Context: an optimization exercise on an open-source flow, tuned for small area and a short achievable clock period. The choices shown serve that exercise and are no tape-out recipe.
Function was checked by simulation only, so behaviour that the tests miss may differ from the original.
Power and IR drop assume default switching activity.

### flow/design.v
module Val2gen (
    input         m,
    input         I,
    input  [31:0] Val_RM,
    input  [11:0] imm,
    input  [11:0] shift_operand,
    output [31:0] Val2
);
wire [4:0] n   = shift_operand[11:7];
wire [1:0] st  = shift_operand[6:5];
wire       sh  = ~(m | I);
wire       lsl = sh & (st == 2'b00);
wire       rsh = sh & (st[1] ^ st[0]);       
wire       asr = sh & (st == 2'b10);
wire [4:0] nn  = {n[4] ^ (|n[3:0]), n[3] ^ (|n[2:0]), n[2] ^ (|n[1:0]),
                  n[1] ^ n[0], n[0]};
wire [4:0] amt = m ? 5'd0 : I ? {imm[11:8], 1'b0} : lsl ? nn : n;
wire [31:0] d  = m ? {20'b0, imm} : I ? {24'b0, imm[7:0]} : Val_RM;
wire [31:0] r1 = amt[0] ? {d[0],      d[31:1]}   : d;
wire [31:0] r2 = amt[1] ? {r1[1:0],   r1[31:2]}  : r1;
wire [31:0] r3 = amt[2] ? {r2[3:0],   r2[31:4]}  : r2;
wire [31:0] r4 = amt[3] ? {r3[7:0],   r3[31:8]}  : r3;
wire [31:0] r5 = amt[4] ? {r4[15:0],  r4[31:16]} : r4;
wire [31:0] lo;
wire        fill = asr & Val_RM[31];
genvar i;
generate
    for (i = 0; i < 32; i = i + 1) begin : g_mask
        assign lo[i] = n > i;
        wire drop = (lsl & lo[i]) | (rsh & lo[31-i]);
        assign Val2[i] = drop ? fill : r5[i];
    end
endgenerate
endmodule
module ALU (input [3:0] ALU_Comnd,
            input [31:0] Val1, Val2,
            input C,
            output [31:0] ALU_out,
            output [3:0] SR);
wire [3:0] cmd = ALU_Comnd;
wire add   = cmd == 4'b0010;
wire adc   = cmd == 4'b0011;
wire sub   = cmd == 4'b0100;
wire sbc   = cmd == 4'b0101;
wire arith = add | adc | sub | sbc;
wire neg   = sub | sbc;
wire pos   = add | adc;
wire cin   = ((adc | sbc) & C) | sub;
reg [3:0] t;
always @(*) begin
    case (cmd)
    4'b0001: t = 4'b1010;            
    4'b1001: t = 4'b0101;            
    4'b0010, 4'b0011,
    4'b1000: t = 4'b0110;            
    4'b0100, 4'b0101: t = 4'b1001;   
    4'b0110: t = 4'b1000;            
    4'b0111: t = 4'b1110;            
    default: t = 4'b0000;
    endcase
end
wire [31:0] A = Val1, B = Val2;
wire [31:0] X, g, k;
genvar i;
generate
    for (i = 0; i < 32; i = i + 1) begin : g_bit
        assign X[i] = t[{A[i], B[i]}];
        assign g[i] = A[i] & ((B[i] & pos) | (~B[i] & neg));
        assign k[i] = (A[i] & arith) | (B[i] & pos) | (~B[i] & neg);
    end
endgenerate
wire [32:0] c;       
prefix_carry #(.N(32)) pc (.g(g), .k(k), .cin(cin), .c(c));
assign ALU_out = X ^ c[31:0];
wire [31:0] zb = ~(X ^ {k[30:0], cin});
wire Z1 = &zb;
wire N1 = ALU_out[31];
wire C1 = c[32] ^ neg;
wire V1 = arith & ~(A[31] ^ B[31] ^ neg) & (A[31] ^ c[31]);
assign SR = {Z1, C1, N1, V1};
endmodule
module prefix_carry #(parameter N = 32) (
    input  [N-1:0] g, k,
    input          cin,
    output [N:0]   c
);
localparam L = 5;   
wire [N*(L+1)-1:0] G, K;
genvar l, i;
generate
    for (i = 0; i < N; i = i + 1) begin : g_l0
        if (i == 0) begin : g_c
            assign G[0] = g[0] | (k[0] & cin);
            assign K[0] = 1'b0;
        end else begin : g_n
            assign G[i] = g[i];
            assign K[i] = k[i];
        end
    end
    for (l = 1; l <= L; l = l + 1) begin : g_lv
        for (i = 0; i < N; i = i + 1) begin : g_b
            if (i >= (1 << (l-1))) begin : g_op
                assign G[l*N+i] = G[(l-1)*N+i] | (K[(l-1)*N+i] & G[(l-1)*N+i-(1<<(l-1))]);
                assign K[l*N+i] = K[(l-1)*N+i] & K[(l-1)*N+i-(1<<(l-1))];
            end else begin : g_pass
                assign G[l*N+i] = G[(l-1)*N+i];
                assign K[l*N+i] = K[(l-1)*N+i];
            end
        end
    end
endgenerate
assign c = {G[L*N +: N], cin};
endmodule
module EXE_stage(
                input [31:0] PC,
                input MEM_R_EN,
                input MEM_W_EN,
                input [3:0] EXE_CMD,
                input S,
                input I,
                input [31:0] Val_RN,
                input [31:0] Val_RM,
                input [11:0] imm,
                input [11:0] shift_operand,
                input signed [23:0] signed_immed_24,
                input [3:0] status,
                output wire [31:0] BranchAddr,
                output [3:0] status_out,
                output wire [31:0] ALU_out
                );
wire [31:0] Val2;
            Val2gen val2gen_instance (
                                      .m(MEM_R_EN|MEM_W_EN),
                                      .I(I),
                                      .Val_RM(Val_RM),
                                      .imm(imm),
                                      .shift_operand(shift_operand),
                                      .Val2(Val2)
                                     );
assign BranchAddr[1:0]  = PC[1:0];
assign BranchAddr[31:2] = PC[31:2] + {{6{signed_immed_24[23]}}, signed_immed_24};
            ALU alu_instance(
                             .ALU_Comnd(EXE_CMD),
                             .Val1(Val_RN),
                             .Val2(Val2),
                             .C(status[2]),
                             .ALU_out(ALU_out),
                             .SR(status_out)
                            );
endmodule
module arm_exe (
    input             clk,
    input             rst,
    input      [31:0] PC,
    input             MEM_R_EN,
    input             MEM_W_EN,
    input      [3:0]  EXE_CMD,
    input             I,
    input      [31:0] Val_RN,
    input      [31:0] Val_RM,
    input      [11:0] imm,
    input      [11:0] shift_operand,
    input      [23:0] signed_immed_24,
    input      [3:0]  status,
    output reg [31:0] BranchAddr,
    output reg [3:0]  status_out,
    output reg [31:0] ALU_out
);
wire [31:0] branch_w, alu_w;
wire [3:0]  status_w;
EXE_stage exe (
    .PC(PC), .MEM_R_EN(MEM_R_EN), .MEM_W_EN(MEM_W_EN), .EXE_CMD(EXE_CMD),
    .S(1'b0), .I(I), .Val_RN(Val_RN), .Val_RM(Val_RM), .imm(imm),
    .shift_operand(shift_operand), .signed_immed_24(signed_immed_24),
    .status(status), .BranchAddr(branch_w), .status_out(status_w),
    .ALU_out(alu_w)
);
always @(posedge clk or posedge rst) begin
    if (rst) begin
        BranchAddr <= 32'b0;
        status_out <= 4'b0;
        ALU_out    <= 32'b0;
    end else begin
        BranchAddr <= branch_w;
        status_out <= status_w;
        ALU_out    <= alu_w;
    end
end
endmodule
### flow/run.sh
#!/bin/bash
# synth_recipe.tcl (not shown) runs the flow's synth.tcl, then flattens the netlist and writes it again
# the make line also repeats each setting of config.mk as NAME=value (left out here)
make -C /OpenROAD-flow-scripts/flow DESIGN_CONFIG=/design/flow/config.mk WORK_HOME=/design/flow/orfs CLKGATE_MAP_FILE= SYNTH_SCRIPT=/design/flow/synth_recipe.tcl finish
### flow/config.mk
export PLATFORM = sky130hd
export DESIGN_NAME = arm_exe
export DESIGN_NICKNAME = arm_exe
export VERILOG_FILES = /design/flow/design.v
export SDC_FILE = /design/flow/constraint.sdc
export NUM_CORES = 4
export LEC_CHECK = 0
export CAP_MARGIN = 20
export CORE_MARGIN = 2
export CORE_UTILIZATION = 40
export PLACE_DENSITY = 0.6
export SLEW_MARGIN = 20
### flow/constraint.sdc
create_clock -name core_clock -period 10.0 [get_ports {clk}]
set_input_delay 2.0000 -clock core_clock [delete_from_list [all_inputs] [get_ports {clk}]]
set_output_delay 2.0000 -clock core_clock [all_outputs]
set_load 0.01 [all_outputs]
==> flow_metrics.py <==
metrics = {
    "route": {
        "ant_nets": 0,
        "dr.pass1.iters": 6,
        "num_vias": 14689,
        "wire_per_inst_um": 21.4,
        "drt_iter0_drc": 1661,
        "drt_wl_total_um": 50400,
        "viasPerCell": 6.22,
        "drcViolationCount": 0,
    },
    "clock_tree": {
        "cts_setup_buffers": 0,
        "cts_tree": "done",
        "htreeDepth": 3,
        "clk_pin_slew_ps": 60,
        "cts_sinks": 67,
        "clock_path_buffers": 2,
        "hold_buffers": 0,
        "cts_root_buf": "clkbuf_16",
        "cts_resized": 0,
        "numCtsBuffers": 9,
    },
    "hold_path": {
        "hold_class": "in -> reg",
        "holdPathStages": 1,
    },
    "sta": {
        "period_minus_slack_ps": 8070,
        "setup_violations": 0,
        "worst_pin_slew_ps": 1250,
        "fin_crit_sh": 0.807,
        "hold_viol": 0,
        "finalWorstSetupSlack_ps": 1930,
        "rsz0062_at_grt": "false",
        "slew_violations": 0,
        "relSlewSlack": 0.166,
        "final.setup.tns_ps": 0,
        "hold_slack_ps": 2100,
        "fmax_mhz": 124,
    },
    "cells_and_area": {
        "nets": 2107,
        "post-route-util": 0.482,
        "fin_cells": 2361,
        "area_growth_pct": 19.4,
        "drive_above_1_share": 0.0803,
    },
    "yosys": {
        "synthTopCellsByArea": "dfrtp_1 (13%), mux2i_1 (6.4%), nor2_1 (5.3%)",
        "yosys-top-cells-count": "nor2_1 (185), nand2_1 (141), o21ai_0 (122)",
        "yosysSeqAreaShare": 0.128,
        "synth_area_leader_cell": "dfrtp_1",
        "ys_ff_latch": 67,
        "synth.most_common_cell": "nor2_1",
        "synth.net_count": 1983,
        "synth_warnings": 2,
        "syn_inst": 1789,
        "async_flop_share": 1.00,
        "ys.flop_type": "dfrtp_1",
        "synth-edff-count": 0,
        "syn_area_per_cell_um2": 7.31,
        "syn_area_mm2": 0.0131,
        "synth_top_area_frac": 0.128,
        "synth_cell_type_count": 113,
    },
    "floorplanning": {
        "die_w_um": 185,
        "fp.coreArea_mm2": 0.0324,
        "design.die.area_mm2": 0.0341,
        "dieHeight_um": 185,
        "row_count": 66,
        "start_util": 0.404,
        "ios": 225,
    },
    "critical_path": {
        "cp-start-kind": "input pin",
        "crit_chain": "clkdlybuf4s50_1, buf_4, inv_1, ha_1, ha_1, mux2i_4, a211o_1, buf_4, a21oi_1, a22oi_1, nand3_1, a31oi_2, nor2_1, o31a_1, o22a_1, o21ai_0, nand3_1, o22a_1, nor4_1, nand4_1, nor4_1",
        "path_class": "in -> reg",
        "required_ps": 10240,
        "cp_max_fo": 21,
        "endpoint_kind": "flip-flop",
        "cpMaxStageDelayCell": "a211o_1",
        "crit_arrival_ps": 8310,
        "critPathMaxStageDelay_ps": 640,
    },
    "job": {
        "maxCapViolCount": 0,
    },
    "grt": {
        "antenna_found_initial": 1,
        "track_usage": 0.289,
        "grt_pass1_wl_um": 77100,
        "grt_overflow": 0,
        "grt_start_max_net_pins": 68,
        "grt_pass1_vias": 13351,
    },
    "placement": {
        "place.gp.congestion": 0.994,
        "post-place-cells": 2344,
        "dp_hpwl_um": 38300,
        "portBuffers": 216,
        "place_ws_ps": 1730,
    },
    "power": {
        "ir_drop_v": 0.0000866,
        "leakage_uw": 0.00593,
        "p_per_area_mw_per_mm2": 102,
    },
    "status": {
        "status": "finished clean",
    },
}
-- metrics by stage --
| step | power (µW) | area (µm²) |
|---|---|---|
| floorplan | 929 | 13100 |
| global placement | 1250 | 15300 |
| detailed placement | 1260 | 15300 |
| CTS | 1590 | 15600 |
| global route | 1700 | 15600 |
| finish | 1600 | 15600 |
-- registers in the layout (all words and copies together), names as in the netlist --
name / flops
BranchAddr: 32
ALU_out: 31
status_out: 4
-- cell usage in the layout, fill, tap and decap left out, types with 16 or more instances in the layout --
cell type and n:
a211oi_1 38, a21oi_1 113, a22oi_1 22, a31oi_1 25, and2_1 26, and3_1 16
buf_4 31, clkdlybuf4s50_1 214, dfrtp_1 67, ha_1 36, inv_1 55, maj3_1 39
mux2i_1 83, nand2_1 141, nand3_1 60, nor2_1 181, nor2b_1 21, nor3_1 64
o211ai_1 26, o21ai_0 122, o22ai_1 32, xnor2_1 75, xor2_1 40
-- kinds of logic after synthesis --
group	after synthesis	synth area share
AND/OR/NAND/NOR	615	0.229
flip-flops	67	0.128
adder cells (fa/ha/maj)	76	0.0659
multiplexers	108	0.0908
buffers and inverters	191	0.0727
XOR/XNOR	115	0.0771
AO/OA/AOI/OAI	617	0.337
-- area by class of cell --
class / count / area, µm²
Clock buffer: 10 / 239
Clock inverter: 6 / 72.6
Sequential cell: 67 / 1680
Timing Repair Buffer: 247 / 2380
Inverter: 57 / 214
Multi-Input combinational cell: 1531 / 10500
Antenna cell: 1 / 2.50
Fill cell: 3269 / 16800
Tap cell: 442 / 553
-- report_power, final --
group          internal (µW)  switching, µW
Combinational            406            533
Clock                    202            122
Sequential               322           12.8
Total                    930            668
-- critical path: cells and delay by family --
family | cells | cell delay, ps
muxes | 1 | 280
and+or+nand+nor | 6 | 1390
buffers and inverters | 4 | 1200
AOI/OAI and AO/OA | 8 | 2850
adders and majority gates | 2 | 560
-- routing by layer --
| metal | part of all wire | global-route usage |
|---|---|---|
| met5 | 0 | 0 |
| met3 | 0.10 | 0.0478 |
| met4 | 0.034 | 0.0984 |
| met2 | 0.44 | 0.460 |
| met1 | 0.43 | 0.393 |
-- worst paths after layout --
| check | slack, ps | start | to |
|---|---|---|---|
| setup / recovery | 1930 | shift_operand[8] | status_out[3] |
| hold / removal | 2100 | PC[1] | BranchAddr[1] |
| max in group asynchronous | 7210 | rst | ALU_out[23] |
| min in group asynchronous | 2250 | rst | BranchAddr[9] |

static timing again, ports no longer ideal:
In the flow no input, the clock included, has a driving cell. The finished layout below was timed again as built, in two steps. Step 1 (the two cells are an assumption about what drives the block):
set clk [get_ports {clk}]
set_driving_cell -lib_cell sky130_fd_sc_hd__clkbuf_16 $clk
set_driving_cell -lib_cell sky130_fd_sc_hd__buf_2 [delete_from_list [all_inputs] $clk]
Step 2 moves the port delays by t, midway between the first and last clock arrival at a register: inputs arrive t later, outputs are due t later. That takes back most of the time a late clock gives input paths. Slacks: ideal ports / drivers / drivers and shift; pairs: ideal ports / drivers.
t, ns: 0.379
setup slack, ns: 1.931 / 1.952 / 1.573
worst setup path at the end: input to register
latest minus earliest clock arrival (ns): 0.008 / 0.008
slew at the worst register clock pin (ns): 0.06 / 0.06
After both steps setup and hold are still met in this run. For this run, drivers alone change the setup slack by +0.021 ns; drivers and shift together by -0.358 ns.
